Background: an optimization exercise with open tools, aiming at small area. Do not read the settings as production practice.
RTL that was checked went through simulation tests only; none was proved equivalent to the original.
For runs 2 to 7, only the layout was checked, not whether the RTL still works.
In every run shown here, the design's own scripts or RTL, not TritonCTS, make the clock network.
The flow treats the clock pin as an ideal source. Dropping or thinning the clock tree relies on that and would not hold on a real chip.
Power is estimated from default activity; no workload was simulated.

**design.v**
```verilog
`timescale 1ns / 1ps
module ClockDivider(
    input i_clk,
    input i_reset,
    output o_wrap,
    output o_pre_last
    );
    localparam [13:0] C_RESET = 14'b10101100110000;
    localparam [13:0] C_9899  = 14'b00111000010011;
    localparam [13:0] C_LAST  = 14'b11011001100011;
    reg [13:0] r_lo;
    assign o_wrap     = &{r_lo[13], r_lo[12], ~r_lo[11], r_lo[10], r_lo[9], ~r_lo[8], ~r_lo[7], r_lo[6], r_lo[5], ~r_lo[3], r_lo[1]};
    assign o_pre_last = &{~r_lo[13], ~r_lo[12], r_lo[11], r_lo[10], r_lo[9], ~r_lo[8], ~r_lo[7], ~r_lo[6], ~r_lo[5], ~r_lo[3], r_lo[1], r_lo[0]};
    wire w_fb = ~(r_lo[13] ^ r_lo[4] ^ r_lo[7] ^ r_lo[8]) ^ o_wrap;
    always @(posedge i_clk or posedge i_reset) begin
        if (i_reset) r_lo <= C_RESET;
        else         r_lo <= {r_lo[12:0], w_fb};
    end
endmodule
`timescale 1ns / 1ps
module Counter(
    input i_clk,
    input i_reset,
    input i_wrap,
    input i_pre_last,
    output [3:0] o_hi
    );
    reg [3:0] r_hi;
    assign o_hi = r_hi;
    wire w_hi9  = r_hi[3] & r_hi[0];    
    wire w_hi10 = r_hi[3] & r_hi[1];
    always @(posedge i_clk or posedge i_reset) begin
        if (i_reset)
            r_hi <= 4'd0;
        else if (w_hi9 ? i_pre_last : i_wrap)
            r_hi <= w_hi10 ? 4'd0 : r_hi + 4'd1;
    end
endmodule
`timescale 1ns / 1ps
module Comparator(
    input [3:0] i_hi,
    output o_light_1, o_light_2, o_light_3, o_light_4
    );
    assign o_light_1 = (i_hi == 4'd0);
    assign o_light_2 = (i_hi < 4'd4);
    assign o_light_3 = (i_hi < 4'd7);
    assign o_light_4 = ~(i_hi[3] & i_hi[1]);
endmodule
`timescale 1ns / 1ps
module ButtonController(
    input i_clk,
    input i_reset,
    input i_button,
    output o_release
    );
    localparam [19:0] S_0   = 20'b00000000110101100100;
    localparam [19:0] S_END = 20'b10000001011010110010;
    reg r_prevState;
    reg [19:0] r_lfsr;
    wire w_en   = i_button ^ r_prevState;
    wire w_term = &{r_lfsr[19], ~r_lfsr[18], ~r_lfsr[17], ~r_lfsr[16], ~r_lfsr[15], ~r_lfsr[14], ~r_lfsr[13], ~r_lfsr[11], r_lfsr[10], r_lfsr[9], ~r_lfsr[8], r_lfsr[7], ~r_lfsr[6], r_lfsr[5], r_lfsr[4], ~r_lfsr[3], ~r_lfsr[2], r_lfsr[1], ~r_lfsr[0]};
    wire w_fb   = ~(r_lfsr[19] ^ r_lfsr[2]);
    assign o_release = w_en & w_term & r_prevState;
    always @(posedge i_clk or posedge i_reset) begin
        if (i_reset) begin
            r_prevState <= 1'b0;
            r_lfsr <= S_0;
        end
        else if (w_en) begin
            r_lfsr <= {r_lfsr[18:13], r_lfsr[12] ^ w_term, r_lfsr[11:0], w_fb};
            if (w_term) r_prevState <= ~r_prevState;
        end
    end
endmodule
`timescale 1ns / 1ps
module FSM_Light(
    input i_clk,
    input i_reset,
    input [2:0] i_button,
    output [4:1] o_level
    );
    reg [2:0] r_level;
    wire w_top  = r_level[2] & ~r_level[0];    
    wire w_up   = i_button[0] & ~w_top;
    wire w_down = i_button[1] & ~w_up;
    wire w_hold = ~(w_up | i_button[1] | i_button[2]);
    assign o_level[1] = r_level[1] | r_level[0];
    assign o_level[2] = r_level[1];
    assign o_level[3] = r_level[2];
    assign o_level[4] = r_level[2] & ~r_level[0];
    always @(posedge i_clk or posedge i_reset) begin
        if (i_reset)
            r_level <= 3'b000;
        else begin
            r_level[0] <= (w_up & ~r_level[2]) | (w_down & r_level[1]) | (w_hold & r_level[0]);
            r_level[1] <= (w_up & (r_level[1] | r_level[0])) | (w_down & r_level[2]) | (w_hold & r_level[1]);
            r_level[2] <= (w_up & r_level[1]) | (w_down & r_level[2] & ~r_level[0]) | (w_hold & r_level[2]);
        end
    end
endmodule
`timescale 1ns / 1ps
module MUX(
    input i_clk,
    input i_reset,
    input [4:1] i_x,
    input [4:1] i_level,
    output o_y
    );
    reg r_y;
    assign o_y = r_y;
    always @(posedge i_clk or posedge i_reset) begin
        if (i_reset)
            r_y <= 1'b0;
        else
            r_y <= |(i_level & i_x);
    end
endmodule
`timescale 1ns / 1ps
module FSM_LightStand(
    input i_clk,
    input i_reset,
    input [2:0] i_button,
    output o_pwm_light
    );
    wire w_wrap, w_pre_last;
    ClockDivider clkdiv(
        .i_clk(i_clk),
        .i_reset(i_reset),
        .o_wrap(w_wrap),
        .o_pre_last(w_pre_last)
    );
    wire [3:0] w_hi;
    Counter count(
        .i_clk(i_clk),
        .i_reset(i_reset),
        .i_wrap(w_wrap),
        .i_pre_last(w_pre_last),
        .o_hi(w_hi)
    );
    wire [4:1] w_light;
    Comparator comp(
        .i_hi(w_hi),
        .o_light_1(w_light[1]),
        .o_light_2(w_light[2]),
        .o_light_3(w_light[3]),
        .o_light_4(w_light[4])
    );
    wire [2:0] w_release;
    ButtonController UpBTN(
        .i_clk(i_clk),
        .i_reset(i_reset),
        .i_button(i_button[0]),
        .o_release(w_release[0])
    );
    ButtonController DownBTN(
        .i_clk(i_clk),
        .i_reset(i_reset),
        .i_button(i_button[1]),
        .o_release(w_release[1])
    );
    ButtonController OffBTN(
        .i_clk(i_clk),
        .i_reset(i_reset),
        .i_button(i_button[2]),
        .o_release(w_release[2])
    );
    wire [4:1] w_level;
    FSM_Light fsm_led(
        .i_clk(i_clk),
        .i_reset(i_reset),
        .i_button(w_release),
        .o_level(w_level)
    );
    MUX pwmsel(
        .i_clk(i_clk),
        .i_reset(i_reset),
        .i_x(w_light),
        .i_level(w_level),
        .o_y(o_pwm_light)
    );
endmodule
```
**flow/run.sh**
```bash
#!/bin/bash
# The standard synthesis and layout (standard.sh), with these changes
# to how the layout is made:
#  - clock tree: three buf_12, each at the centre of an equal share of
#    the flip-flops, driven by the clock port (flow/pre_cts.tcl replaces
#    clock_tree_synthesis)
#  - after CTS, combinational cells and buffers go down to the smallest
#    drive strength that leaves no slew, cap or timing violation
#    (flow/post_cts.tcl)
#  - port buffers are buf_1; repair aims at the library's own cap and slew
#    limits; core utilization 70%
# ORFS writes each step's full log under orfs/logs/; this script's own
# output goes to flow_run.log.
set -euo pipefail
export FLOW_CLK_BUF=sky130_fd_sc_hd__buf_12
export FLOW_CLK_K=3
bash standard.sh \
  "PRE_CTS_TCL=$PWD/flow/pre_cts.tcl" "POST_CTS_TCL=$PWD/flow/post_cts.tcl" \
  "BUFFER_PORTS_ARGS=-buffer_cell sky130_fd_sc_hd__buf_1" \
  CAP_MARGIN=0 SLEW_MARGIN=0 CORE_UTILIZATION=70 \
  finish > flow_run.log 2>&1
```
**flow/post_cts.tcl**
```tcl
# After CTS and its timing repair: move each combinational cell and buffer
# to the smallest cell of the same function (same name but for the drive
# strength) that leaves no max-slew or max-capacitance violation and keeps
# setup and hold slack above a margin. Flip-flops and clock buffers keep
# their cells.
proc my_violations { } {
  set bad 0
  if { [sta::max_slew_violation_count] > 0 } { set bad 1 }
  if { [sta::max_capacitance_violation_count] > 0 } { set bad 1 }
  if { [worst_slack -max] < 1.0 } { set bad 1 }
  if { [worst_slack -min] < 0.1 } { set bad 1 }
  return $bad
}

proc my_downsize { } {
  estimate_parasitics -placement
  if { [my_violations] } {
    puts "my_downsize: violations before downsizing; skipped"
    return
  }
  set saved 0.0
  set n 0
  foreach inst [get_cells *] {
    set name [get_full_name $inst]
    set ref [get_property $inst ref_name]
    if { [string match clkbuf_* $name] } { continue }
    if { ![regexp {^(sky130_fd_sc_hd__[a-z0-9]+)_([0-9]+)$} $ref -> base size] } { continue }
    if { [regexp {__(df|sdf|edf|sedf|dl|tap|fill|decap|conb|diode)} $ref] } { continue }
    set cur_area [get_property [get_lib_cells $ref] area]
    set cands {}
    foreach lc [get_lib_cells ${base}_*] {
      set lname [get_name $lc]
      if { ![regexp {^sky130_fd_sc_hd__[a-z0-9]+_[0-9]+$} $lname] } { continue }
      if { [get_property $lc dont_use] } { continue }
      set a [get_property $lc area]
      if { $a < $cur_area - 1e-6 } { lappend cands [list $a $lname] }
    }
    foreach cand [lsort -real -index 0 $cands] {
      lassign $cand a lname
      replace_cell $inst $lname
      if { [my_violations] } {
        replace_cell $inst $ref
      } else {
        puts "my_downsize: $name $ref -> $lname"
        set saved [expr { $saved + $cur_area - $a }]
        incr n
        break
      }
    }
  }
  puts "my_downsize: $n cells, [format %.2f $saved] um2 saved"
}
my_downsize

proc my_clk_pin_slew { buf } {
  set worst 0.0
  set net [get_nets -of_objects [get_pins [get_full_name $buf]/X]]
  foreach pin [get_pins -of_objects $net -filter "direction == input"] {
    foreach p {slew_max_rise slew_max_fall} {
      set s [sta::time_ui_sta [get_property $pin $p]]
      if { $s > $worst } { set worst $s }
    }
  }
  return $worst
}

proc my_downsize_clock { } {
  set limit [expr { $::env(FLOW_CLK_SLEW_PS) * 1e-12 }]
  estimate_parasitics -placement
  foreach buf [get_cells clkbuf_*] {
    set ref [get_property $buf ref_name]
    set s [my_clk_pin_slew $buf]
    puts "my_downsize_clock: [get_full_name $buf] $ref slew [format %.1f [expr { $s * 1e12 }]] ps"
    foreach cand {sky130_fd_sc_hd__clkbuf_4 sky130_fd_sc_hd__clkbuf_8} {
      if { [get_property [get_lib_cells $cand] area] >= [get_property [get_lib_cells $ref] area] } { continue }
      replace_cell $buf $cand
      set s2 [my_clk_pin_slew $buf]
      if { $s2 <= $limit && ![my_violations] } {
        puts "my_downsize_clock: [get_full_name $buf] $ref -> $cand slew [format %.1f [expr { $s2 * 1e12 }]] ps"
        break
      }
      replace_cell $buf $ref
    }
  }
}
if { [info exists ::env(FLOW_CLK_SLEW_PS)] } { my_downsize_clock }

# the cells changed in place; legalize again to be safe
detailed_placement
check_placement -verbose
```
**flow/pre_cts.tcl**
```tcl
proc clock_tree_synthesis { args } {
  set block [ord::get_db_block]
  set net [$block findNet i_clk]
  set k $::env(FLOW_CLK_K)
  set pins {}
  set xs {}
  set ys {}
  foreach it [$net getITerms] {
    set b [[$it getInst] getBBox]
    lappend pins "[[$it getInst] getName]/[[$it getMTerm] getName]"
    lappend xs [expr { ([$b xMin] + [$b xMax]) / 2.0 }]
    lappend ys [expr { ([$b yMin] + [$b yMax]) / 2.0 }]
  }
  set n [llength $pins]
  # initial centres: sinks spread along the sorted x+y order
  set order [lsort -real -indices [lmap x $xs y $ys { expr { $x + 0.7 * $y } }]]
  set cx {}
  set cy {}
  for { set c 0 } { $c < $k } { incr c } {
    set i [lindex $order [expr { int(($c + 0.5) * $n / $k) }]]
    lappend cx [lindex $xs $i]
    lappend cy [lindex $ys $i]
  }
  # k-means with at most ceil(n/k) sinks per group: each round assigns
  # the sink-group pairs in order of distance, skipping full groups
  set cap [expr { ($n + $k - 1) / $k }]
  for { set iter 0 } { $iter < 30 } { incr iter } {
    set pairs {}
    set i 0
    foreach x $xs y $ys {
      for { set c 0 } { $c < $k } { incr c } {
        lappend pairs [list [expr { abs($x - [lindex $cx $c]) + abs($y - [lindex $cy $c]) }] $i $c]
      }
      incr i
    }
    set assign [lrepeat $n -1]
    set fill [lrepeat $k 0]
    foreach p [lsort -real -index 0 $pairs] {
      lassign $p d i c
      if { [lindex $assign $i] >= 0 || [lindex $fill $c] >= $cap } { continue }
      lset assign $i $c
      lset fill $c [expr { [lindex $fill $c] + 1 }]
    }
    set ncx {}
    set ncy {}
    for { set c 0 } { $c < $k } { incr c } {
      set sx 0.0
      set sy 0.0
      set m 0
      foreach a $assign x $xs y $ys {
        if { $a == $c } {
          set sx [expr { $sx + $x }]
          set sy [expr { $sy + $y }]
          incr m
        }
      }
      if { $m > 0 } {
        lappend ncx [expr { $sx / $m }]
        lappend ncy [expr { $sy / $m }]
      } else {
        lappend ncx [lindex $cx $c]
        lappend ncy [lindex $cy $c]
      }
    }
    set cx $ncx
    set cy $ncy
  }
  for { set c 0 } { $c < $k } { incr c } {
    set loads {}
    foreach a $assign p $pins {
      if { $a == $c } { lappend loads [get_pins $p] }
    }
    if { [llength $loads] == 0 } { continue }
    set x [ord::dbu_to_microns [expr { int([lindex $cx $c]) }]]
    set y [ord::dbu_to_microns [expr { int([lindex $cy $c]) }]]
    puts "clock buffer $c: [llength $loads] sinks at $x $y"
    insert_buffer -buffer_cell $::env(FLOW_CLK_BUF) -net i_clk -load_pins $loads \
      -location [list $x $y] -buffer_name clkbuf_$c -net_name clk_$c
  }
  set_propagated_clock [all_clocks]
}
```
**standard.sh**
```bash
#!/bin/bash
# synth_recipe.tcl (not shown) runs the flow's synth.tcl, then flattens the netlist and writes it again
# the make line also repeats each setting of config.mk as NAME=value (left out here)
make -C /OpenROAD-flow-scripts/flow DESIGN_CONFIG=/design/flow/config.mk WORK_HOME=/design/flow/orfs CLKGATE_MAP_FILE= SYNTH_SCRIPT=/design/flow/synth_recipe.tcl "${@:-finish}"
```
**config.mk**
```make
export PLATFORM = sky130hd
export DESIGN_NAME = FSM_LightStand
export DESIGN_NICKNAME = FSM_LightStand
export VERILOG_FILES = /design/flow/design.v
export SDC_FILE = /design/flow/constraint.sdc
export NUM_CORES = 4
export LEC_CHECK = 0
export CAP_MARGIN = 20
export CORE_MARGIN = 2
export CORE_UTILIZATION = 40
export SLEW_MARGIN = 20
```
**constraint.sdc**
```tcl
create_clock -name core_clock -period 10.0 [get_ports {i_clk}]
set_input_delay 2.0000 -clock core_clock [delete_from_list [all_inputs] [get_ports {i_clk}]]
set_output_delay 2.0000 -clock core_clock [all_outputs]
set_load 0.01 [all_outputs]
```
==> results of run 1 <==
==> metal layers <==
layer,up-vias,global-route usage
li1,889,-
met1,967,0.295
met3,7,0.0176
met2,25,0.350
met5,-,0
met4,0,0.0298
==> worst max-delay path: stages <==
cell and delay, ns:
buf_1 0.12, or3b_2 0.48, nor4_1 0.66, or4b_2 0.26, nand2_1 0.05
==> layout by cell type (no fill, tap or decap), types with 4 or more instances in the layout <==
master and instances:
dfrtp_1 61, buf_1 6, mux2_2 57, nand2_1 13, nor2_1 6, nor3_1 4
nor4_1 5, nand4_1 5, xnor2_1 7, o21ai_0 9, a21oi_1 4, xor2_1 4
dfstp_2 24
==> power breakdown <==
group          switching [mW]  internal [mW]  total, mW
registers              0.0941          0.491      0.585
clock network          0.0772         0.0490      0.126
logic                  0.0591          0.109      0.168
total                   0.230          0.648      0.879
==> cells by family after synthesis <==
kind of cell | synth area share
compound gates | 0.0331
xor+xnor | 0.0327
fa+ha+maj | 0.00719
buf+inv | 0.0108
flops | 0.620
mux | 0.189
simple gates | 0.108
==> sequential cells by signal, indices dropped and copies added (netlist names) <==
register and cells:
DownBTN.r_prevState 1, fsm_led.r_level 3, UpBTN.r_prevState 1, UpBTN.r_lfsr 20
clkdiv.r_lo 14, OffBTN.r_prevState 1, count.r_hi 4, OffBTN.r_lfsr 20
pwmsel.r_y 1, DownBTN.r_lfsr 20
==> final cells by class, without the clock buffers <==
type	instances	area, µm²	share of cell area
Sequential cell	85	2160	0.596
Tap cell	67	83.8	0.0232
Timing Repair Buffer	7	30.0	0.00830
Multi-Input combinational cell	151	1270	0.352
Inverter	4	15.0	0.00415
==> metrics by stage <==
step,instances,power (mW),util,setup WS [ns]
after floorplan,246,0.703,-,5.85
after global placement,314,0.735,0.755,6.46
after detailed placement,314,0.762,0.755,6.31
after global routing,317,0.933,0.761,6.39
final,317,0.879,0.761,6.46
==> final timing paths <==
path | endpoint | slack, ns
worst max-delay path | fsm_led.r_level[2] | 6.46
worst min-delay path | clkdiv.r_lo[3] | 0.37
worst max register to register | count.r_hi[3] | 7.40
worst min register to register | clkdiv.r_lo[3] | 0.37
max in group asynchronous | clkdiv.r_lo[1] | 7.25
min in group asynchronous | UpBTN.r_lfsr[0] | 2.14
==> reports/qor.yml, run 1 <==
yosys-top-cells-area: "dfrtp_1 44%, mux2_2 18%, dfstp_2 18%"
wl_met2_um: 2600
dieArea_um2: 5550
firstDrtPassIters: 4
fin_crit_sh: 0.354
netlist_area_um2: 3480
hold_start: "clkdiv.r_lo[2]"
reg2reg_depth: 5
synth_cell_type_count: 38
ys_seq_area_frac: 0.620
drt-initial-drc-count: 130
drive_gt1_frac: 0.372
finalMaxSlewViolations: 0
antenna_cells: 0
start_kind: "input port"
drt_wl_total_um: 5280
met3_length_um: 143
crit_fanout: 6
synth_top_cells_by_count: "61 x dfrtp_1, 57 x mux2_2, 24 x dfstp_2, 12 x nand2_1"
vias: 1888
synth_most_common_cell: "dfrtp_1"
syn_avg_cell_area_um2: 14.1
gp_congestion: 0.804
top_layer: "met4"
antenna_found_initial: 0
dp_hpwl_um: 3680
hold_violations: 0
synth_largest_area_cell: "dfrtp_1"
area_growth_pct: 3.99
synth_nets: 253
finClkSkew_ns: 0.0149
grt.overflow.total: 0
vdd_drop_max_mv: 0.173
max_freq_mhz: 283
whs_path_depth: 0
p_leak_nw: 1.47
worstMarginPinSlew_ns: 1.13
first_global_vias: 1911
rsz0062_at_grt: "no"
critical_path.startpoint: "i_button[0]"
min_path_type: "register to register"
synthArstFlopShare: 1.00
critical_path_arrival_ns: 3.57
ys.warnings.count: 5
r2r_start: "clkdiv.r_lo[11]"
fin_setup_tns_ns: 0
status: "complete, no violations"
yosys_most_used_dff: "dfrtp_1"
portBuffers: 5
synth-seq-cells: 85
nFillCells: 297
final_area_um2: 3620
synth_top_area_share: 0.439
start_util: 0.732
final_nets: 259
cts.clk_slew.worst_paths_ns: 0.11
worstSetupPathType: "input port to register"
setup_viol: 0
ios: 6
grt.total_usage: 0.204
p_per_area_nw_per_um2: 243
synth_cells: 246
drc: 0
grt_max_degree: 86
grt_pass1_wl_um: 9030
ant_nets: 0
cap_viol_max_count: 0
place_area_um2: 3590
num_rows: 25
die_w_um: 74.5
critPathCaptureType: "register"
finalCriticalPeriod_ns: 3.54
relSlewSlack: 0.244
core-area_um2: 4750
required_ns: 10.03
holdWs_ns: 0.370
insertion_delay_ns: 0.14
die_h_um: 74.5
synth_edf_count: 0
routed_via_density: 5.96
wl_met1_um: 2470
post_drt_wl_per_cell_um: 16.7
==> inputs of run 2 (changes only) <==
--- a/design.v
+++ b/design.v
@@ -26,14 +26,30 @@
     output [3:0] o_hi
     );
     reg [3:0] r_hi;
+    reg [3:0] w_next;
     assign o_hi = r_hi;
-    wire w_hi9  = r_hi[3] & r_hi[0];    
+    wire w_hi9  = r_hi[3] & r_hi[0] & ~r_hi[1];
     wire w_hi10 = r_hi[3] & r_hi[1];
+    always @(*) begin
+        case (r_hi)
+            4'b0000: w_next = 4'b0001;
+            4'b0001: w_next = 4'b0011;
+            4'b0011: w_next = 4'b0010;
+            4'b0010: w_next = 4'b0110;
+            4'b0110: w_next = 4'b0111;
+            4'b0111: w_next = 4'b0101;
+            4'b0101: w_next = 4'b0100;
+            4'b0100: w_next = 4'b1100;
+            4'b1100: w_next = 4'b1101;
+            4'b1101: w_next = 4'b1111;
+            default: w_next = 4'b0000;
+        endcase
+    end
     always @(posedge i_clk or posedge i_reset) begin
         if (i_reset)
-            r_hi <= 4'd0;
+            r_hi <= 4'b0000;
         else if (w_hi9 ? i_pre_last : i_wrap)
-            r_hi <= w_hi10 ? 4'd0 : r_hi + 4'd1;
+            r_hi <= w_next;
     end
 endmodule
 `timescale 1ns / 1ps
@@ -41,9 +57,9 @@
     input [3:0] i_hi,
     output o_light_1, o_light_2, o_light_3, o_light_4
     );
-    assign o_light_1 = (i_hi == 4'd0);
-    assign o_light_2 = (i_hi < 4'd4);
-    assign o_light_3 = (i_hi < 4'd7);
+    assign o_light_1 = (i_hi == 4'b0000);
+    assign o_light_2 = ~i_hi[3] & ~i_hi[2];
+    assign o_light_3 = ~i_hi[3] & ~(i_hi[2] & ~i_hi[1] & ~i_hi[0]);
     assign o_light_4 = ~(i_hi[3] & i_hi[1]);
 endmodule
 `timescale 1ns / 1ps
@@ -80,10 +96,9 @@
     output [4:1] o_level
     );
     reg [2:0] r_level;
-    wire w_top  = r_level[2] & ~r_level[0];    
-    wire w_up   = i_button[0] & ~w_top;
-    wire w_down = i_button[1] & ~w_up;
-    wire w_hold = ~(w_up | i_button[1] | i_button[2]);
+    wire w_up   = i_button[0];
+    wire w_down = i_button[1] & ~i_button[0];
+    wire w_hold = ~(i_button[0] | i_button[1] | i_button[2]);
     assign o_level[1] = r_level[1] | r_level[0];
     assign o_level[2] = r_level[1];
     assign o_level[3] = r_level[2];
==> reports/qor.yml, run 2 <==
internal-power_uw: 654
whs_path_depth: 0
p_clk_frac: 0.143
synth_top_family_by_area: "multiplexers"
synth-seq-cells: 85
synth_compound_area_frac: 0.0479
p_per_area_nw_per_um2: 246
switching_share: 0.266
core-area_um2: 4790
die_w_um: 74.7
worstSetupPathType: "input port to register"
drt-initial-drc-count: 105
firstDrtPassIters: 4
start_kind: "input port"
top_regs: "DownBTN.r_lfsr (20), OffBTN.r_lfsr (20), UpBTN.r_lfsr (20)"
yosys-top-cells-area: "dfrtp_1 44%, mux2_2 18%, dfstp_2 18%"
reg2reg_depth: 5
relSlewSlack: 0.268
r2r_start: "clkdiv.r_lo[11]"
synth_mux_area_frac: 0.189
synth_cell_type_count: 45
r2r_setup_slack_ns: 7.40
synth_most_common_cell: "dfrtp_1"
num_rows: 25
start_util: 0.731
drive_gt1_frac: 0.360
p_leak_nw: 1.46
gp_congestion: 0.729
antenna_cells: 0
layout_common_cells: "61 x dfrtp_1, 57 x mux2_2, 24 x dfstp_2"
critPathCaptureType: "register"
die_h_um: 74.7
fin_setup_tns_ns: 0
layout_commonest_cell: "dfrtp_1"
pre_cts_ws_ns: 6.44
ys.warnings.count: 5
ant_nets: 0
ys_seq_area_frac: 0.616
yosys_most_used_dff: "dfrtp_1"
worstMarginPinSlew_ns: 1.09
setup_ws_ns: 6.50
synthArstFlopShare: 1.00
finalCriticalPeriod_ns: 3.50
rsz0062_at_grt: "no"
setup_viol: 0
hold_violations: 0
final_nets: 258
switchingPower_uw: 237
insertion_delay_ns: 0.14
min_path_type: "register to register"
fin_crit_sh: 0.350
first_global_vias: 1990
grt.overflow.total: 0
routed_via_density: 6.01
grt_pass1_wl_um: 9260
synth_nets: 253
vias: 1906
required_ns: 10.03
drt_wl_total_um: 5360
p_seq_frac: 0.657
cts.clk_slew.worst_paths_ns: 0.10
ios: 6
synth_edf_count: 0
area_growth_pct: 3.75
critical_path.startpoint: "i_button[1]"
finalMaxSlewViolations: 0
total_power_uw: 892
post_drt_wl_per_cell_um: 16.9
drc: 0
synth_largest_area_cell: "dfrtp_1"
synth_fa_ha_area_frac: 0.00358
grt.total_usage: 0.208
hold_start: "clkdiv.r_lo[4]"
synth_top_cells_by_count: "61 x dfrtp_1, 57 x mux2_2, 24 x dfstp_2, 9 x nor2_1"
status: "complete, no violations"
dp_hpwl_um: 3760
max_freq_mhz: 285
antenna_found_initial: 0
synth-simple-area-share: 0.0983
vdd_drop_max_mv: 0.186
grt_max_degree: 86
dieArea_um2: 5580
synth_cells: 247
netlist_area_um2: 3500
synth_xor_area_frac: 0.0325
synth_top_area_share: 0.436
hold_path_end: "clkdiv.r_lo[5]"
finClkSkew_ns: 0.00350
combPwrFrac: 0.200
crit_fanout: 22
portBuffers: 5
cap_viol_max_count: 0
nFillCells: 302
syn_avg_cell_area_um2: 14.2
critical_path_arrival_ns: 3.53
==> run 2: cell types whose count changed after synthesis, moves of 3 or more <==
cell and delta:
a31oi_1 +3, o21ai_0 -3, nand4_1 -3, nand2_1 -4, nand3_1 +3, nor2_1 +3
==> run 2: cell type report, without the clock buffers <==
type	count	area (µm²)	area share
repair buffers	7	30.0	0.00827
well taps	67	83.8	0.0231
flip-flops and latches	85	2160	0.594
multi-input cells	151	1280	0.354
inverters	4	15.0	0.00414
==> run 2: critical path: stages <==
cell	delay, ns
buf_1	0.12
xor2_1	0.15
buf_1	0.82
mux2_2	0.43
==> run 2: power by group through the flow <==
stage	Clock, mW	Combinational, mW	Sequential (mW)
floorplan	0	0.157	0.556
detailed placement	0	0.182	0.594
global placement	0	0.168	0.578
finish	0.127	0.178	0.586
global route	0.146	0.198	0.606
==> run 2: routing by layer <==
metal | global-route usage | share of wire
met5 | 0 | 0
met3 | 0.0147 | 0.022
met2 | 0.388 | 0.52
met1 | 0.276 | 0.44
met4 | 0.0258 | 0.015
==> run 2: cells by family after synthesis <==
kind of cell,Yosys count
AOI/OAI and AO/OA,25
xor gates and xnor gates,13
adders and majority gates,1
buffers and inverters,11
DFF,85
muxes,59
and+or+nand+nor,53
==> run 2: worst max-delay path by stage <==
stage          depth (start not counted)                end
3_3_place_gp                           3    UpBTN.r_lfsr[3]
6_report                               4  DownBTN.r_lfsr[1]
3_5_place_dp                           3   OffBTN.r_lfsr[3]
5_1_grt                                4  DownBTN.r_lfsr[1]
2_1_floorplan                          1  DownBTN.r_lfsr[0]
==> run 2: metrics by stage <==
stage                     utilization  cells  hold WS, ns  instance area (µm²)
after global placement          0.753    314        0.345                 3600
after floorplan                     -    247        0.331                 3500
final                           0.759    317        0.382                 3630
after global routing            0.759    317        0.392                 3630
after detailed placement        0.753    314        0.340                 3600
==> inputs of run 3 (changes only) <==
--- a/design.v
+++ b/design.v
@@ -5,13 +5,13 @@
     output o_wrap,
     output o_pre_last
     );
-    localparam [13:0] C_RESET = 14'b10101100110000;
-    localparam [13:0] C_9899  = 14'b00111000010011;
-    localparam [13:0] C_LAST  = 14'b11011001100011;
+    localparam [13:0] C_RESET = 14'b00111010110010;
+    localparam [13:0] C_9899  = 14'b00101010001010;
+    localparam [13:0] C_LAST  = 14'b11100011001110;
     reg [13:0] r_lo;
-    assign o_wrap     = &{r_lo[13], r_lo[12], ~r_lo[11], r_lo[10], r_lo[9], ~r_lo[8], ~r_lo[7], r_lo[6], r_lo[5], ~r_lo[3], r_lo[1]};
-    assign o_pre_last = &{~r_lo[13], ~r_lo[12], r_lo[11], r_lo[10], r_lo[9], ~r_lo[8], ~r_lo[7], ~r_lo[6], ~r_lo[5], ~r_lo[3], r_lo[1], r_lo[0]};
-    wire w_fb = ~(r_lo[13] ^ r_lo[4] ^ r_lo[7] ^ r_lo[8]) ^ o_wrap;
+    assign o_wrap     = &{r_lo[13], r_lo[12], r_lo[11], ~r_lo[10], r_lo[7], r_lo[6], ~r_lo[5], r_lo[3], r_lo[2], r_lo[1], ~r_lo[0]};
+    assign o_pre_last = &{~r_lo[12], r_lo[11], ~r_lo[10], r_lo[9], ~r_lo[8], r_lo[7], ~r_lo[6], ~r_lo[5], ~r_lo[4], r_lo[3], ~r_lo[2], ~r_lo[0]};
+    wire w_fb = ~(r_lo[13] ^ r_lo[1] ^ r_lo[3] ^ r_lo[12]) ^ o_wrap;
     always @(posedge i_clk or posedge i_reset) begin
         if (i_reset) r_lo <= C_RESET;
         else         r_lo <= {r_lo[12:0], w_fb};
==> reports/qor.yml, run 3 <==
drt-initial-drc-count: 112
gp_congestion: 0.767
required_ns: 10.02
register_area_um2: 2160
synth_top_cells_by_count: "60 x dfrtp_1, 57 x mux2_2, 25 x dfstp_2, 10 x nor2_1, 8 x nand2_1"
multi_input_area_um2: 1260
firstDrtPassIters: 4
drc: 0
yosys_most_used_dff: "dfrtp_1"
start_util: 0.731
antenna_cells: 0
switchingPower_uw: 234
num_rows: 25
top_layer: "met4"
portBuffers: 5
first_global_vias: 1936
crit_fanout: 22
p_leak_nw: 1.47
ys_seq_area_frac: 0.621
vdd_drop_max_mv: 0.179
status: "complete, no violations"
rsz0062_at_grt: "no"
grt.overflow.total: 0
insertion_delay_ns: 0.14
yosys-top-cells-area: "dfrtp_1 43%, dfstp_2 19%, mux2_2 18%"
layout_common_cells: "60 x dfrtp_1, 57 x mux2_2, 25 x dfstp_2"
synth-seq-cells: 85
ios: 6
worstSetupPathType: "input port to register"
die_w_um: 74.5
grt_max_degree: 86
post_drt_wl_per_cell_um: 16.0
drive_gt1_frac: 0.363
die_h_um: 74.5
synth_most_common_cell: "dfrtp_1"
fin_setup_tns_ns: 0
max_freq_mhz: 284
nFillCells: 306
core-area_um2: 4750
top_regs: "DownBTN.r_lfsr (20), OffBTN.r_lfsr (20), UpBTN.r_lfsr (20)"
drt_wl_total_um: 5090
synth_cells: 248
syn_avg_cell_area_um2: 14.0
layout_commonest_cell: "dfrtp_1"
synthArstFlopShare: 1.00
routed_via_density: 5.95
hold_violations: 0
vias: 1893
synth_nets: 254
ys.warnings.count: 5
finClkSkew_ns: 0.00900
grt.total_usage: 0.195
start_kind: "input port"
final_nets: 259
internal-power_uw: 655
relSlewSlack: 0.238
wl_met2_um: 2510
min_path_type: "register to register"
final_area_um2: 3610
p_per_area_nw_per_um2: 246
dp_hpwl_um: 3540
p_seq_frac: 0.657
place_area_um2: 3580
p_clk_frac: 0.143
synth_cell_type_count: 40
finalMaxSlewViolations: 0
fin_crit_sh: 0.352
netlist_area_um2: 3480
grt_pass1_wl_um: 8700
setup_viol: 0
ant_nets: 0
synth_edf_count: 0
switching_share: 0.263
finalCriticalPeriod_ns: 3.52
dieArea_um2: 5550
area_growth_pct: 3.89
synth_largest_area_cell: "dfrtp_1"
worstMarginPinSlew_ns: 1.14
cap_viol_max_count: 0
met3_length_um: 112
wl_met1_um: 2410
synth_top_area_share: 0.432
combPwrFrac: 0.200
cts.clk_slew.worst_paths_ns: 0.11
antenna_found_initial: 0
critical_path_arrival_ns: 3.54
critPathCaptureType: "register"
[run 3: power by group through the flow]
stage                     Clock, mW  Combinational, mW  Sequential, mW
after floorplan                   0              0.155           0.559
after global placement            0              0.166           0.579
after detailed placement          0              0.180           0.589
after global routing          0.141              0.197           0.602
final                         0.127              0.178           0.584
[run 3: worst paths after layout]
kind	start	slack (ns)	to	cells past startpoint
max in group asynchronous	i_reset	7.22	DownBTN.r_lfsr[19]	3
worst min register to register	clkdiv.r_lo[4]	0.37	clkdiv.r_lo[5]	0
worst max-delay path	i_button[1]	6.48	DownBTN.r_lfsr[1]	4
worst min-delay path	clkdiv.r_lo[4]	0.37	clkdiv.r_lo[5]	0
min in group asynchronous	i_reset	2.15	fsm_led.r_level[1]	3
worst max register to register	count.r_hi[3]	7.92	register	5
[run 3: cells by family after synthesis]
family                   count (synthesis)  share of synthesized area
buffers and inverters                   12                     0.0148
XOR/XNOR                                12                     0.0302
flip-flops                              85                      0.621
AND/OR/NAND/NOR                         54                     0.0928
multiplexers                            59                      0.190
adder cells (fa/ha/maj)                  1                    0.00360
AO/OA/AOI/OAI                           25                     0.0475
[run 3: area by class of cell, without the clock buffers]
| cell class | instances | share of cell area |
|---|---|---|
| Sequential cell | 85 | 0.598 |
| Multi-Input combinational cell | 151 | 0.349 |
| Tap cell | 67 | 0.0232 |
| Timing Repair Buffer | 7 | 0.00831 |
| Inverter | 5 | 0.00520 |
[run 3: worst max-delay path, cell delays in order]
cell and delay (ns):
buf_1 0.13, xor2_1 0.17, buf_1 0.81, mux2_2 0.43
[run 3: layer usage]
metal  vias to the layer above  track usage
li1                        900            -
met1                       959        0.281
met2                        28        0.340
met3                         6       0.0136
met4                         0       0.0258
met5                         -            0
[run 3: metrics by stage]
stage          worst slack, ns  instances  total power [mW]  utilization  hold slack (ns)
5_1_grt                   6.38        318             0.940        0.760            0.377
3_5_place_dp              6.43        315             0.768        0.752            0.358
3_3_place_gp              6.54        315             0.745        0.752            0.355
6_report                  6.48        318             0.889        0.760            0.371
2_1_floorplan             5.85        248             0.713            -            0.351
==> inputs of run 4 (changes only) <==
--- a/design.v
+++ b/design.v
@@ -96,9 +96,10 @@
     output [4:1] o_level
     );
     reg [2:0] r_level;
-    wire w_up   = i_button[0];
-    wire w_down = i_button[1] & ~i_button[0];
-    wire w_hold = ~(i_button[0] | i_button[1] | i_button[2]);
+    wire w_top  = r_level[2] & ~r_level[0];    
+    wire w_up   = i_button[0] & ~w_top;
+    wire w_down = i_button[1] & ~w_up;
+    wire w_hold = ~(w_up | i_button[1] | i_button[2]);
     assign o_level[1] = r_level[1] | r_level[0];
     assign o_level[2] = r_level[1];
     assign o_level[3] = r_level[2];
==> reports/qor.yml, run 4 <==
ant_nets: 0
firstDrtPassIters: 4
grt.total_usage: 0.209
vias: 1948
synth-seq-cells: 85
layout_commonest_cell: "dfrtp_1"
crit_path_frequent_cell: "buf_1"
antenna_found_initial: 0
critical_path_arrival_ns: 3.52
required_ns: 10.03
first_global_vias: 1995
pre_cts_ws_ns: 6.40
cts.clk_slew.worst_paths_ns: 0.10
critPathCaptureType: "register"
setup_viol: 0
synth_compound_area_frac: 0.0469
finClkSkew_ns: 0.00707
dieArea_um2: 5570
grt_max_degree: 86
num_rows: 25
fin_crit_sh: 0.349
synth_top_area_share: 0.430
finalCriticalPeriod_ns: 3.49
routed_via_density: 6.09
synth_edf_count: 0
die_h_um: 74.6
post_drt_wl_per_cell_um: 17.2
worstSetupPathType: "input port to register"
grt.overflow.total: 0
portBuffers: 5
synth_cells: 250
setup_ws_ns: 6.51
p_leak_nw: 1.49
ios: 6
slowest_stage: "buf_1"
dp_hpwl_um: 3820
insertion_delay_ns: 0.14
core-area_um2: 4750
cp_slowest_stage_delay_ns: 0.80
drc: 0
relSlewSlack: 0.251
grt_pass1_wl_um: 9270
yosys_most_used_dff: "dfrtp_1"
rsz0062_at_grt: "no"
worstMarginPinSlew_ns: 1.12
synth_top_family_by_area: "multiplexers"
synth_fa_ha_area_frac: 0.00358
synth_top_cells_by_count: "60 x dfrtp_1, 57 x mux2_2, 25 x dfstp_2, 10 x nand2_1, 9 x nor2_1"
synth_most_common_cell: "dfrtp_1"
p_per_area_nw_per_um2: 245
numPlacedInstances: 317
hold_violations: 0
finalMaxSlewViolations: 0
area_growth_pct: 4.44
drt_wl_total_um: 5500
synth_nets: 256
start_kind: "input port"
die_w_um: 74.6
path_cells: "buf_1 > xor2_1 > buf_1 > mux2_2"
synth_largest_area_cell: "dfrtp_1"
final_nets: 261
fin_setup_tns_ns: 0
start_util: 0.735
min_path_type: "register to register"
cap_viol_max_count: 0
antenna_cells: 0
synth-simple-area-share: 0.102
max_freq_mhz: 287
synth_cell_type_count: 41
drt-initial-drc-count: 126
gp_congestion: 0.846
crit_fanout: 22
synthArstFlopShare: 1.00
yosys-top-cells-area: "dfrtp_1 43%, dfstp_2 19%, mux2_2 18%"
vdd_drop_max_mv: 0.229
drive_gt1_frac: 0.360
layout_common_cells: "60 x dfrtp_1, 57 x mux2_2, 25 x dfstp_2"
synth_xor_area_frac: 0.0301
top_regs: "DownBTN.r_lfsr (20), OffBTN.r_lfsr (20), UpBTN.r_lfsr (20)"
status: "complete, no violations"
synth_mux_area_frac: 0.187
total_power_uw: 892
ys_seq_area_frac: 0.618
ys.warnings.count: 5
netlist_area_um2: 3490
syn_avg_cell_area_um2: 14.0
stdcell_count: 320
-- run 4: final timing paths --
check                             startpoint                 end  slack (ns)  cells past startpoint
hold / removal                clkdiv.r_lo[4]      clkdiv.r_lo[5]        0.38                      0
setup / recovery                 i_button[1]   DownBTN.r_lfsr[1]        6.51                      4
min in group asynchronous            i_reset    OffBTN.r_lfsr[4]        2.13                      3
setup reg to reg           DownBTN.r_lfsr[8]  fsm_led.r_level[1]        7.73                      5
max in group asynchronous            i_reset     clkdiv.r_lo[12]        7.23                      3
hold reg to reg               clkdiv.r_lo[4]      clkdiv.r_lo[5]        0.38                      0
-- run 4: metal layers --
| metal | vias to the layer above | global-route usage | wire, µm |
|---|---|---|---|
| met5 | - | 0 | 0 |
| met4 | 0 | 0.0377 | 74 |
| met3 | 5 | 0.0214 | 145 |
| met2 | 36 | 0.352 | 2710 |
| met1 | 988 | 0.306 | 2580 |
| li1 | 919 | - | - |
-- run 4: through the flow --
stage,instance area (µm²),hold WS (ns),utilization
2_1_floorplan,3490,0.351,-
3_3_place_gp,3600,0.357,0.757
3_5_place_dp,3600,0.361,0.757
5_1_grt,3650,0.380,0.767
6_report,3650,0.376,0.767
-- run 4: critical path, delay by kind of cell --
family	cells	cell delay (ns)
buffers and inverters	2	0.93
muxes	1	0.43
xor gates and xnor gates	1	0.15
-- run 4: cell type report, without the clock buffers --
class / instances / area [µm²]
flip-flops and latches: 85 / 2160
multi-input cells: 153 / 1300
fillers: 303 / 1110
well taps: 67 / 83.8
repair buffers: 7 / 30.0
inverters: 5 / 18.8
-- run 4: report_power, final --
| part | internal (mW) | total, mW | leakage, nW | switching, mW |
|---|---|---|---|---|
| sequential | 0.491 | 0.582 | 0.998 | 0.0905 |
| clock | 0.0490 | 0.131 | 0.0282 | 0.0818 |
| combinational | 0.113 | 0.180 | 0.465 | 0.0662 |
-- run 4: cells by family (layout without fill, tap and decap cells) --
logic type                 after synthesis  in the layout
AOI/OAI and AO/OA                       25             25
and+or+nand+nor                         57             57
xor gates and xnor gates                12             12
buffers and inverters                   12             15
muxes                                   58             58
DFF                                     85             85
adders and majority gates                1              1
==> inputs of run 5 (changes only) <==
--- a/design.v
+++ b/design.v
@@ -69,12 +69,12 @@
     input i_button,
     output o_release
     );
-    localparam [19:0] S_0   = 20'b00000000110101100100;
-    localparam [19:0] S_END = 20'b10000001011010110010;
+    localparam [19:0] S_0   = 20'b00000001101011001000;
+    localparam [19:0] S_END = 20'b00000010110101100100;
     reg r_prevState;
     reg [19:0] r_lfsr;
     wire w_en   = i_button ^ r_prevState;
-    wire w_term = &{r_lfsr[19], ~r_lfsr[18], ~r_lfsr[17], ~r_lfsr[16], ~r_lfsr[15], ~r_lfsr[14], ~r_lfsr[13], ~r_lfsr[11], r_lfsr[10], r_lfsr[9], ~r_lfsr[8], r_lfsr[7], ~r_lfsr[6], r_lfsr[5], r_lfsr[4], ~r_lfsr[3], ~r_lfsr[2], r_lfsr[1], ~r_lfsr[0]};
+    wire w_term = &{~r_lfsr[19], ~r_lfsr[18], ~r_lfsr[17], ~r_lfsr[16], ~r_lfsr[15], ~r_lfsr[14], ~r_lfsr[12], r_lfsr[11], r_lfsr[10], ~r_lfsr[9], r_lfsr[8], ~r_lfsr[7], r_lfsr[6], r_lfsr[5], ~r_lfsr[4], ~r_lfsr[3], r_lfsr[2], ~r_lfsr[1], ~r_lfsr[0]};
     wire w_fb   = ~(r_lfsr[19] ^ r_lfsr[2]);
     assign o_release = w_en & w_term & r_prevState;
     always @(posedge i_clk or posedge i_reset) begin
@@ -83,7 +83,7 @@
             r_lfsr <= S_0;
         end
         else if (w_en) begin
-            r_lfsr <= {r_lfsr[18:13], r_lfsr[12] ^ w_term, r_lfsr[11:0], w_fb};
+            r_lfsr <= {r_lfsr[18:14], r_lfsr[13] ^ w_term, r_lfsr[12:0], w_fb};
             if (w_term) r_prevState <= ~r_prevState;
         end
     end
==> reports/qor.yml, run 5 <==
status: "complete, no violations"
stdcell_count: 320
critPathCaptureType: "register"
first_global_vias: 2003
start_kind: "input port"
drc: 0
worstSetupPathType: "input port to register"
synth_cell_type_count: 40
final_util: 0.757
synthArstFlopShare: 1.00
yosys-top-cells-area: "dfrtp_1 43%, dfstp_2 19%, mux2_2 18%"
firstDrtPassIters: 4
start_util: 0.734
die_h_um: 74.8
synth_top_area_share: 0.428
area_growth_pct: 3.24
synth_compound_area_frac: 0.0481
path_delay_family: "buffers and inverters"
insertion_delay_ns: 0.14
pre_cts_ws_ns: 6.45
ios: 6
netlist_area_um2: 3510
synth_mux_area_frac: 0.185
crit_fanout: 22
syn_avg_cell_area_um2: 14.0
antenna_cells: 0
dp_hpwl_um: 3680
synth_nets: 256
drt-initial-drc-count: 112
synth_edf_count: 0
cp_slowest_stage_delay_ns: 0.82
yosys_most_used_dff: "dfrtp_1"
core-area_um2: 4790
drt_wl_total_um: 5320
gp_congestion: 0.811
total_power_uw: 883
ant_nets: 0
fin_crit_sh: 0.355
vdd_drop_max_mv: 0.176
final_nets: 261
required_ns: 10.03
ys_seq_area_frac: 0.615
vias: 1933
finalCriticalPeriod_ns: 3.55
synth_most_common_cell: "dfrtp_1"
max_freq_mhz: 282
min_path_type: "register to register"
synth_fa_ha_area_frac: 0.00356
p_per_area_nw_per_um2: 244
die_w_um: 74.8
layout_commonest_cell: "dfrtp_1"
synth_top_cells_by_count: "60 x dfrtp_1, 56 x mux2_2, 25 x dfstp_2, 10 x nor2_1, 10 x o21ai_0"
relSlewSlack: 0.246
synth-seq-cells: 85
critical_path_arrival_ns: 3.58
grt.overflow.total: 0
layout_common_cells: "60 x dfrtp_1, 56 x mux2_2, 25 x dfstp_2"
slowest_stage: "buf_1"
synth_cells: 250
nFillCells: 312
hold_violations: 0
setup_ws_ns: 6.45
ys.warnings.count: 5
numPlacedInstances: 317
place_area_um2: 3610
final_area_um2: 3620
drive_gt1_frac: 0.348
synth_top_family_by_area: "multiplexers"
cp_num_buf_inv: 2
grt_pass1_wl_um: 9180
crit_path_frequent_cell: "buf_1"
holdWs_ns: 0.373
setup_viol: 0
cts.clk_slew.worst_paths_ns: 0.11
dieArea_um2: 5600
p_leak_nw: 1.46
post_drt_wl_per_cell_um: 16.6
finalMaxSlewViolations: 0
grt_max_degree: 86
rsz0062_at_grt: "no"
num_rows: 25
grt.total_usage: 0.203
path_cells: "buf_1 > xor2_1 > buf_1 > mux2_2"
synth_largest_area_cell: "dfrtp_1"
finClkSkew_ns: 0.00586
top_regs: "DownBTN.r_lfsr (20), OffBTN.r_lfsr (20), UpBTN.r_lfsr (20)"
synth_xor_area_frac: 0.0299
worstMarginPinSlew_ns: 1.13
routed_via_density: 6.04
antenna_found_initial: 0
cap_viol_max_count: 0
fin_setup_tns_ns: 0
portBuffers: 5
synth-simple-area-share: 0.0998
run 5: area by class of cell, without the clock buffers:
class / count / area [µm²] / share of cell area
Sequential cell: 85 / 2160 / 0.595
Multi-Input combinational cell: 150 / 1260 / 0.348
Tap cell: 67 / 83.8 / 0.0231
Timing Repair Buffer: 7 / 30.0 / 0.00828
Inverter: 8 / 30.0 / 0.00828
run 5: worst paths after layout:
check,from,endpoint,slack (ns),cells after the start
min reg2reg,clkdiv.r_lo[9],clkdiv.r_lo[10],0.37,0
min in group asynchronous,i_reset,OffBTN.r_lfsr[5],2.16,3
max reg2reg,count.r_hi[3],count.r_hi[3],7.90,5
min,clkdiv.r_lo[9],clkdiv.r_lo[10],0.37,0
max in group asynchronous,i_reset,asynchronous set/reset pin,7.24,3
max,i_button[1],DownBTN.r_lfsr[17],6.45,4
run 5: power breakdown:
| group | switching, mW | total, mW | internal (mW) |
|---|---|---|---|
| sequential | 0.0914 | 0.582 | 0.491 |
| combinational | 0.0587 | 0.171 | 0.112 |
| clock | 0.0814 | 0.130 | 0.0490 |
run 5: routing by layer:
layer  GRT usage  up-vias  wire length [µm]
met2       0.346       17              2560
met5           0        -                 0
li1            -      912                 -
met3      0.0187       11               129
met1       0.291      993              2520
met4      0.0397        0               103
run 5: kinds of logic (layout without fill, tap and decap cells):
| kind of cell | Yosys count | after routing |
|---|---|---|
| AO/OA/AOI/OAI | 26 | 26 |
| XOR/XNOR | 12 | 12 |
| adder cells (fa/ha/maj) | 1 | 1 |
| buffers and inverters | 15 | 18 |
| flip-flops | 85 | 85 |
| multiplexers | 58 | 58 |
| AND/OR/NAND/NOR | 53 | 53 |
==> inputs of run 6 (changes only) <==
--- a/design.v
+++ b/design.v
@@ -5,13 +5,13 @@
     output o_wrap,
     output o_pre_last
     );
-    localparam [13:0] C_RESET = 14'b00111010110010;
-    localparam [13:0] C_9899  = 14'b00101010001010;
-    localparam [13:0] C_LAST  = 14'b11100011001110;
+    localparam [13:0] C_RESET = 14'b10000101101001;
+    localparam [13:0] C_9899  = 14'b11100001101001;
+    localparam [13:0] C_LAST  = 14'b01010100101111;
     reg [13:0] r_lo;
-    assign o_wrap     = &{r_lo[13], r_lo[12], r_lo[11], ~r_lo[10], r_lo[7], r_lo[6], ~r_lo[5], r_lo[3], r_lo[2], r_lo[1], ~r_lo[0]};
-    assign o_pre_last = &{~r_lo[12], r_lo[11], ~r_lo[10], r_lo[9], ~r_lo[8], r_lo[7], ~r_lo[6], ~r_lo[5], ~r_lo[4], r_lo[3], ~r_lo[2], ~r_lo[0]};
-    wire w_fb = ~(r_lo[13] ^ r_lo[1] ^ r_lo[3] ^ r_lo[12]) ^ o_wrap;
+    assign o_wrap     = &{~r_lo[13], r_lo[12], ~r_lo[11], r_lo[10], ~r_lo[7], ~r_lo[6], r_lo[5], ~r_lo[4], r_lo[3], r_lo[2], r_lo[1], r_lo[0]};
+    assign o_pre_last = &{r_lo[13], r_lo[12], r_lo[11], ~r_lo[10], ~r_lo[9], ~r_lo[8], r_lo[5], ~r_lo[4], r_lo[3], ~r_lo[2], ~r_lo[1], r_lo[0]};
+    wire w_fb = ~(r_lo[13] ^ r_lo[5] ^ r_lo[7] ^ r_lo[12]) ^ o_wrap;
     always @(posedge i_clk or posedge i_reset) begin
         if (i_reset) r_lo <= C_RESET;
         else         r_lo <= {r_lo[12:0], w_fb};
==> reports/qor.yml, run 6 <==
status: "complete, no violations"
dieArea_um2: 5560
finalMaxSlewViolations: 0
hold_violations: 0
top_regs: "DownBTN.r_lfsr (20), OffBTN.r_lfsr (20), UpBTN.r_lfsr (20)"
post_drt_wl_per_cell_um: 15.8
fin_setup_tns_ns: 0
p_clk_frac: 0.143
antenna_found_initial: 0
r2r_start: "UpBTN.r_lfsr[6]"
num_rows: 25
nFillCells: 318
area_growth_pct: 3.95
yosys_most_used_dff: "dfrtp_1"
fin_crit_sh: 0.371
ys_seq_area_frac: 0.619
relSlewSlack: 0.262
p_leak_nw: 1.47
first_global_vias: 1901
portBuffers: 5
cap_viol_max_count: 0
drc: 0
start_util: 0.733
final_area_um2: 3620
place_area_um2: 3590
synth_cells: 246
dp_hpwl_um: 3510
antenna_cells: 0
switchingPower_uw: 224
synth_cell_type_count: 42
holdWs_ns: 0.382
finClkSkew_ns: 0.0124
synth_xor_area_frac: 0.0301
grt.overflow.total: 0
ios: 6
firstDrtPassIters: 4
syn_avg_cell_area_um2: 14.2
stdcell_count: 317
synth-seq-cells: 85
ys.warnings.count: 5
drt-initial-drc-count: 73
synth-simple-area-share: 0.0969
synth_nets: 252
synthArstFlopShare: 1.00
insertion_delay_ns: 0.14
synth_edf_count: 0
cts.clk_slew.worst_paths_ns: 0.10
start_kind: "input port"
switching_share: 0.256
netlist_area_um2: 3490
total_power_uw: 876
ant_nets: 0
combPwrFrac: 0.193
final_nets: 258
routed_via_density: 5.95
grt_pass1_wl_um: 8520
layout_commonest_cell: "dfrtp_1"
synth_top_area_share: 0.438
rsz0062_at_grt: "no"
yosys-top-cells-area: "dfrtp_1 44%, mux2_2 18%, dfstp_2 18%"
synth_largest_area_cell: "dfrtp_1"
synth_top_cells_by_count: "61 x dfrtp_1, 57 x mux2_2, 24 x dfstp_2, 9 x nor2_1, 8 x nand2_1"
crit_fanout: 7
worstSetupPathType: "input port to register"
r2r_setup_slack_ns: 7.44
synth_top_family_by_area: "multiplexers"
synth_compound_area_frac: 0.0492
vdd_drop_max_mv: 0.152
drt_wl_total_um: 5000
core-area_um2: 4750
layout_common_cells: "61 x dfrtp_1, 57 x mux2_2, 24 x dfstp_2"
die_w_um: 74.6
grt.total_usage: 0.189
p_per_area_nw_per_um2: 242
gp_congestion: 0.786
internal-power_uw: 652
critical_path.startpoint: "i_button[0]"
max_freq_mhz: 269
synth_fa_ha_area_frac: 0.00359
critPathCaptureType: "register"
critical_path_arrival_ns: 3.74
die_h_um: 74.6
grt_max_degree: 86
worstMarginPinSlew_ns: 1.10
finalCriticalPeriod_ns: 3.71
hold_start: "clkdiv.r_lo[9]"
required_ns: 10.02
min_path_type: "register to register"
drive_gt1_frac: 0.348
synth_mux_area_frac: 0.190
vias: 1887
numPlacedInstances: 314
setup_viol: 0
synth_most_common_cell: "dfrtp_1"
p_seq_frac: 0.663
==> run 6: cell count changes after synthesis, sizes merged, moves of 3 or more <==
cell	before	now
nor4bb	1	5
o21ai	10	7
inv	8	4
nand3	5	2
nor3	2	6
==> run 6: path summary, 6_finish.rpt <==
kind                                      end  depth (start not counted)
setup / recovery           fsm_led.r_level[1]                          5
hold / removal                clkdiv.r_lo[10]                          0
setup reg to reg           fsm_led.r_level[1]                          5
hold reg to reg               clkdiv.r_lo[10]                          0
max in group asynchronous   OffBTN.r_lfsr[15]                          3
min in group asynchronous    UpBTN.r_lfsr[19]                          3
==> run 6: worst max-delay path, stage by stage <==
cell and delay, ns:
buf_1 0.11, nand2b_1 0.16, nor4_1 0.93, and3b_1 0.28, a221o_1 0.25
==> run 6: per-stage QoR <==
step | utilization | worst slack, ns
final | 0.762 | 6.29
after global routing | 0.762 | 6.22
after detailed placement | 0.756 | 6.26
after global placement | 0.756 | 6.47
after floorplan | - | 5.85
==> run 6: kinds of logic (layout without fill, tap and decap cells) <==
| kind of cell | after synthesis | after routing |
|---|---|---|
| flops | 85 | 85 |
| mux | 59 | 59 |
| simple gates | 53 | 53 |
| compound gates | 25 | 25 |
| xor+xnor | 12 | 12 |
| buf+inv | 11 | 15 |
| fa+ha+maj | 1 | 1 |
==> run 6: final cells by class, without the clock buffers <==
class                      count  area, µm²  share of cell area
timing repair buffer           8       33.8             0.00932
sequential                    85       2160               0.595
multi-input combinational    150       1270               0.352
tap                           67       83.8              0.0231
inverter                       4       15.0             0.00414
==> run 6: layer usage <==
| layer | share of wire | up-vias | track usage |
|---|---|---|---|
| met5 | 0 | - | 0 |
| met4 | 0.0094 | 0 | 0.0218 |
| met3 | 0.015 | 4 | 0.0122 |
| met2 | 0.51 | 13 | 0.341 |
| met1 | 0.47 | 972 | 0.264 |
| li1 | - | 898 | - |
==> run 6: power by group through the flow <==
stage / Clock [mW] / Combinational, mW / Sequential [mW]
2_1_floorplan: 0 / 0.149 / 0.556
3_3_place_gp: 0 / 0.158 / 0.575
3_5_place_dp: 0 / 0.171 / 0.588
5_1_grt: 0.141 / 0.188 / 0.601
6_report: 0.125 / 0.169 / 0.581
==> inputs of run 7 (changes only) <==
--- a/design.v
+++ b/design.v
@@ -5,13 +5,13 @@
     output o_wrap,
     output o_pre_last
     );
-    localparam [13:0] C_RESET = 14'b10000101101001;
-    localparam [13:0] C_9899  = 14'b11100001101001;
-    localparam [13:0] C_LAST  = 14'b01010100101111;
+    localparam [13:0] C_RESET = 14'b11100100000010;
+    localparam [13:0] C_9899  = 14'b00001101111011;
+    localparam [13:0] C_LAST  = 14'b11101101101100;
     reg [13:0] r_lo;
-    assign o_wrap     = &{~r_lo[13], r_lo[12], ~r_lo[11], r_lo[10], ~r_lo[7], ~r_lo[6], r_lo[5], ~r_lo[4], r_lo[3], r_lo[2], r_lo[1], r_lo[0]};
-    assign o_pre_last = &{r_lo[13], r_lo[12], r_lo[11], ~r_lo[10], ~r_lo[9], ~r_lo[8], r_lo[5], ~r_lo[4], r_lo[3], ~r_lo[2], ~r_lo[1], r_lo[0]};
-    wire w_fb = ~(r_lo[13] ^ r_lo[5] ^ r_lo[7] ^ r_lo[12]) ^ o_wrap;
+    assign o_wrap     = &{r_lo[13], r_lo[12], r_lo[11], ~r_lo[10], r_lo[9], r_lo[8], ~r_lo[7], r_lo[6], r_lo[5], ~r_lo[4], r_lo[2], ~r_lo[0]};
+    assign o_pre_last = &{~r_lo[13], ~r_lo[12], ~r_lo[11], ~r_lo[10], r_lo[9], r_lo[8], ~r_lo[7], r_lo[6], r_lo[5], r_lo[4], r_lo[3], ~r_lo[2]};
+    wire w_fb = ~(r_lo[13] ^ r_lo[2] ^ r_lo[9] ^ r_lo[10]) ^ o_wrap;
     always @(posedge i_clk or posedge i_reset) begin
         if (i_reset) r_lo <= C_RESET;
         else         r_lo <= {r_lo[12:0], w_fb};
@@ -26,30 +26,14 @@
     output [3:0] o_hi
     );
     reg [3:0] r_hi;
-    reg [3:0] w_next;
     assign o_hi = r_hi;
-    wire w_hi9  = r_hi[3] & r_hi[0] & ~r_hi[1];
+    wire w_hi9  = r_hi[3] & r_hi[0];    
     wire w_hi10 = r_hi[3] & r_hi[1];
-    always @(*) begin
-        case (r_hi)
-            4'b0000: w_next = 4'b0001;
-            4'b0001: w_next = 4'b0011;
-            4'b0011: w_next = 4'b0010;
-            4'b0010: w_next = 4'b0110;
-            4'b0110: w_next = 4'b0111;
-            4'b0111: w_next = 4'b0101;
-            4'b0101: w_next = 4'b0100;
-            4'b0100: w_next = 4'b1100;
-            4'b1100: w_next = 4'b1101;
-            4'b1101: w_next = 4'b1111;
-            default: w_next = 4'b0000;
-        endcase
-    end
     always @(posedge i_clk or posedge i_reset) begin
         if (i_reset)
-            r_hi <= 4'b0000;
+            r_hi <= 4'd0;
         else if (w_hi9 ? i_pre_last : i_wrap)
-            r_hi <= w_next;
+            r_hi <= w_hi10 ? 4'd0 : r_hi + 4'd1;
     end
 endmodule
 `timescale 1ns / 1ps
@@ -57,9 +41,9 @@
     input [3:0] i_hi,
     output o_light_1, o_light_2, o_light_3, o_light_4
     );
-    assign o_light_1 = (i_hi == 4'b0000);
-    assign o_light_2 = ~i_hi[3] & ~i_hi[2];
-    assign o_light_3 = ~i_hi[3] & ~(i_hi[2] & ~i_hi[1] & ~i_hi[0]);
+    assign o_light_1 = (i_hi == 4'd0);
+    assign o_light_2 = (i_hi < 4'd4);
+    assign o_light_3 = (i_hi < 4'd7);
     assign o_light_4 = ~(i_hi[3] & i_hi[1]);
 endmodule
 `timescale 1ns / 1ps
==> reports/qor.yml, run 7 <==
status: "complete, no violations"
drt_wl_total_um: 5250
synth_cells: 247
netlist_area_um2: 3500
post_drt_wl_per_cell_um: 16.5
insertion_delay_ns: 0.14
routed_via_density: 5.82
hold_violations: 0
layout_commonest_cell: "dfrtp_1"
total_power_uw: 883
die_w_um: 74.7
fin_crit_sh: 0.348
grt_max_degree: 86
switchingPower_uw: 234
final_nets: 259
firstDrtPassIters: 4
gr-usage-met2: 0.368
synth_largest_area_cell: "dfrtp_1"
cap_viol_max_count: 0
nFillCells: 312
use_met1: 0.287
synth_cell_type_count: 34
critPathCaptureType: "register"
first_global_vias: 1919
p_clk_frac: 0.148
synth_top_area_share: 0.443
gr-max-usage-layer: "met2"
p_leak_nw: 1.49
pre_cts_ws_ns: 6.48
min_path_type: "register to register"
combPwrFrac: 0.194
synth_edf_count: 0
portBuffers: 5
grt.overflow.total: 0
max_freq_mhz: 287
num_rows: 25
switching_share: 0.265
vdd_drop_max_mv: 0.184
cts.clk_slew.worst_paths_ns: 0.11
worstSetupPathType: "input port to register"
dieArea_um2: 5580
start_kind: "input port"
die_h_um: 74.7
use_met3: 0.0134
grt_pass1_wl_um: 9050
core-area_um2: 4790
drive_gt1_frac: 0.380
relSlewSlack: 0.276
cp_slowest_stage_delay_ns: 0.63
drt-initial-drc-count: 120
vias: 1845
fin_setup_tns_ns: 0
synth_nets: 254
area_growth_pct: 3.72
syn_avg_cell_area_um2: 14.2
setup_ws_ns: 6.52
ys.warnings.count: 5
synthArstFlopShare: 1.00
gp_congestion: 0.785
yosys_most_used_dff: "dfrtp_1"
finalCriticalPeriod_ns: 3.48
critical_path_arrival_ns: 3.52
crit_fanout: 6
internal-power_uw: 649
layout_common_cells: "62 x dfrtp_1, 58 x mux2_2, 23 x dfstp_2"
p_per_area_nw_per_um2: 243
ys_seq_area_frac: 0.616
yosys-top-cells-area: "dfrtp_1 44%, mux2_2 19%, dfstp_2 17%"
r2r_setup_slack_ns: 7.74
start_util: 0.732
antenna_cells: 0
setup_viol: 0
synth_top_cells_by_count: "62 x dfrtp_1, 58 x mux2_2, 23 x dfstp_2, 17 x nand2_1, 12 x o21ai_0"
finClkSkew_ns: 0.00504
finalMaxSlewViolations: 0
drc: 0
p_seq_frac: 0.659
slowest_stage: "nor4_1"
worstMarginPinSlew_ns: 1.08
ios: 6
path_cells: "buf_1 > or3b_2 > nor4_1 > or4b_2 > nand2_1"
ant_nets: 0
grt.total_usage: 0.204
required_ns: 10.04
dp_hpwl_um: 3650
antenna_found_initial: 0
top_regs: "DownBTN.r_lfsr (20), OffBTN.r_lfsr (20), UpBTN.r_lfsr (20)"
synth-seq-cells: 85
rsz0062_at_grt: "no"
synth_most_common_cell: "dfrtp_1"
[run 7: changes by cell type in the layout (fill, tap and decap cells not counted), moves of 3 or more]
cell / change
nor3_1: -3
o21ai_0: +7
or4b_2: +3
nor4b_1: -3
or3b_2: +3
nand2_1: +9
a31oi_1: -3
nor2_1: -6
[run 7: per-stage QoR]
| stage | std cells | utilization | cell area [µm²] | hold slack (ns) |
|---|---|---|---|---|
| floorplan | 247 | - | 3500 | 0.347 |
| global placement | 314 | 0.755 | 3610 | 0.355 |
| detailed placement | 314 | 0.755 | 3610 | 0.367 |
| global route | 317 | 0.759 | 3630 | 0.390 |
| finish | 317 | 0.759 | 3630 | 0.380 |
[run 7: power groups by stage]
stage	sequential [mW]	clock, mW	combinational (mW)
global placement	0.579	0	0.161
global route	0.604	0.145	0.189
finish	0.582	0.130	0.171
floorplan	0.558	0	0.150
detailed placement	0.592	0	0.177
[run 7: worst paths after layout]
kind,from,end,cells past startpoint
worst max-delay path,i_button[0],fsm_led.r_level[2],5
min in group asynchronous,i_reset,UpBTN.r_lfsr[1],3
worst min-delay path,clkdiv.r_lo[12],clkdiv.r_lo[13],0
worst min register to register,clkdiv.r_lo[12],clkdiv.r_lo[13],0
worst max register to register,UpBTN.r_lfsr[11],fsm_led.r_level[2],5
max in group asynchronous,i_reset,OffBTN.r_lfsr[0],3
[run 7: final cells by class, without the clock buffers]
type                            count  area (µm²)  share of cell area
Tap cell                           67        83.8              0.0231
Sequential cell                    85        2160               0.594
Timing Repair Buffer                6        26.3             0.00724
Inverter                            3        11.3             0.00310
Multi-Input combinational cell    153        1290               0.356
[run 7: layer usage]
metal	routed length, µm	up-vias
li1	-	897
met1	2380	922
met2	2680	22
met3	126	4
met4	55	0
met5	0	-
[run 7: critical path: cells and delay by family]
family,cells,cell delay [ns]
AND/OR/NAND/NOR,4,1.40
buffers and inverters,1,0.12
[run 7: kinds of logic (layout without fill, tap and decap cells)]
logic type | Yosys count | in the layout | share of synthesized area
buffers and inverters | 9 | 12 | 0.00965
multiplexers | 58 | 58 | 0.187
AND/OR/NAND/NOR | 58 | 58 | 0.113
flip-flops | 85 | 85 | 0.616
XOR/XNOR | 12 | 12 | 0.0300
adder cells (fa/ha/maj) | 2 | 2 | 0.00715
AO/OA/AOI/OAI | 23 | 23 | 0.0375

-- what the ideal ports hide --
The flow's constraints put no driver on any port. The routed layouts listed below were extracted and timed again, unchanged, in two steps. Step 1 (the two cells are an assumption about what drives the block):
set clk [get_ports {i_clk}]
set_driving_cell -lib_cell sky130_fd_sc_hd__clkbuf_16 $clk
set_driving_cell -lib_cell sky130_fd_sc_hd__buf_2 [delete_from_list [all_inputs] $clk]
Step 2 moves the port delays by t, midway between the first and last clock arrival at a register: inputs arrive t later, outputs are due t later. That takes back most of the time a late clock gives input paths. Three values: no drivers, after step 1, after step 2; two values: the first two.
run | t, ns | setup WS [ns] | worst setup path after step 2 | clock arrival spread, ns | cell pins on the clock port's net
run 1 | 0.197 | 6.465 / 6.496 / 6.300 | input to register | 0.015 / 0.015 | 3
run 2 | 0.197 | 6.497 / 6.536 / 6.339 | input to register | 0.006 / 0.006 | 3
run 3 | 0.195 | 6.479 / 6.515 / 6.320 | input to register | 0.010 / 0.010 | 3
run 4 | 0.202 | 6.512 / 6.549 / 6.348 | input to register | 0.007 / 0.007 | 3
run 5 | 0.203 | 6.453 / 6.483 / 6.280 | input to register | 0.006 / 0.007 | 3
run 6 | 0.197 | 6.288 / 6.331 / 6.134 | input to register | 0.013 / 0.013 | 3
run 7 | 0.202 | 6.519 / 6.562 / 6.360 | input to register | 0.006 / 0.006 | 3
After both steps every run listed still meets setup and hold. For run 5, which loses most, drivers alone change the setup slack by +0.030 ns; drivers and shift together by -0.173 ns.
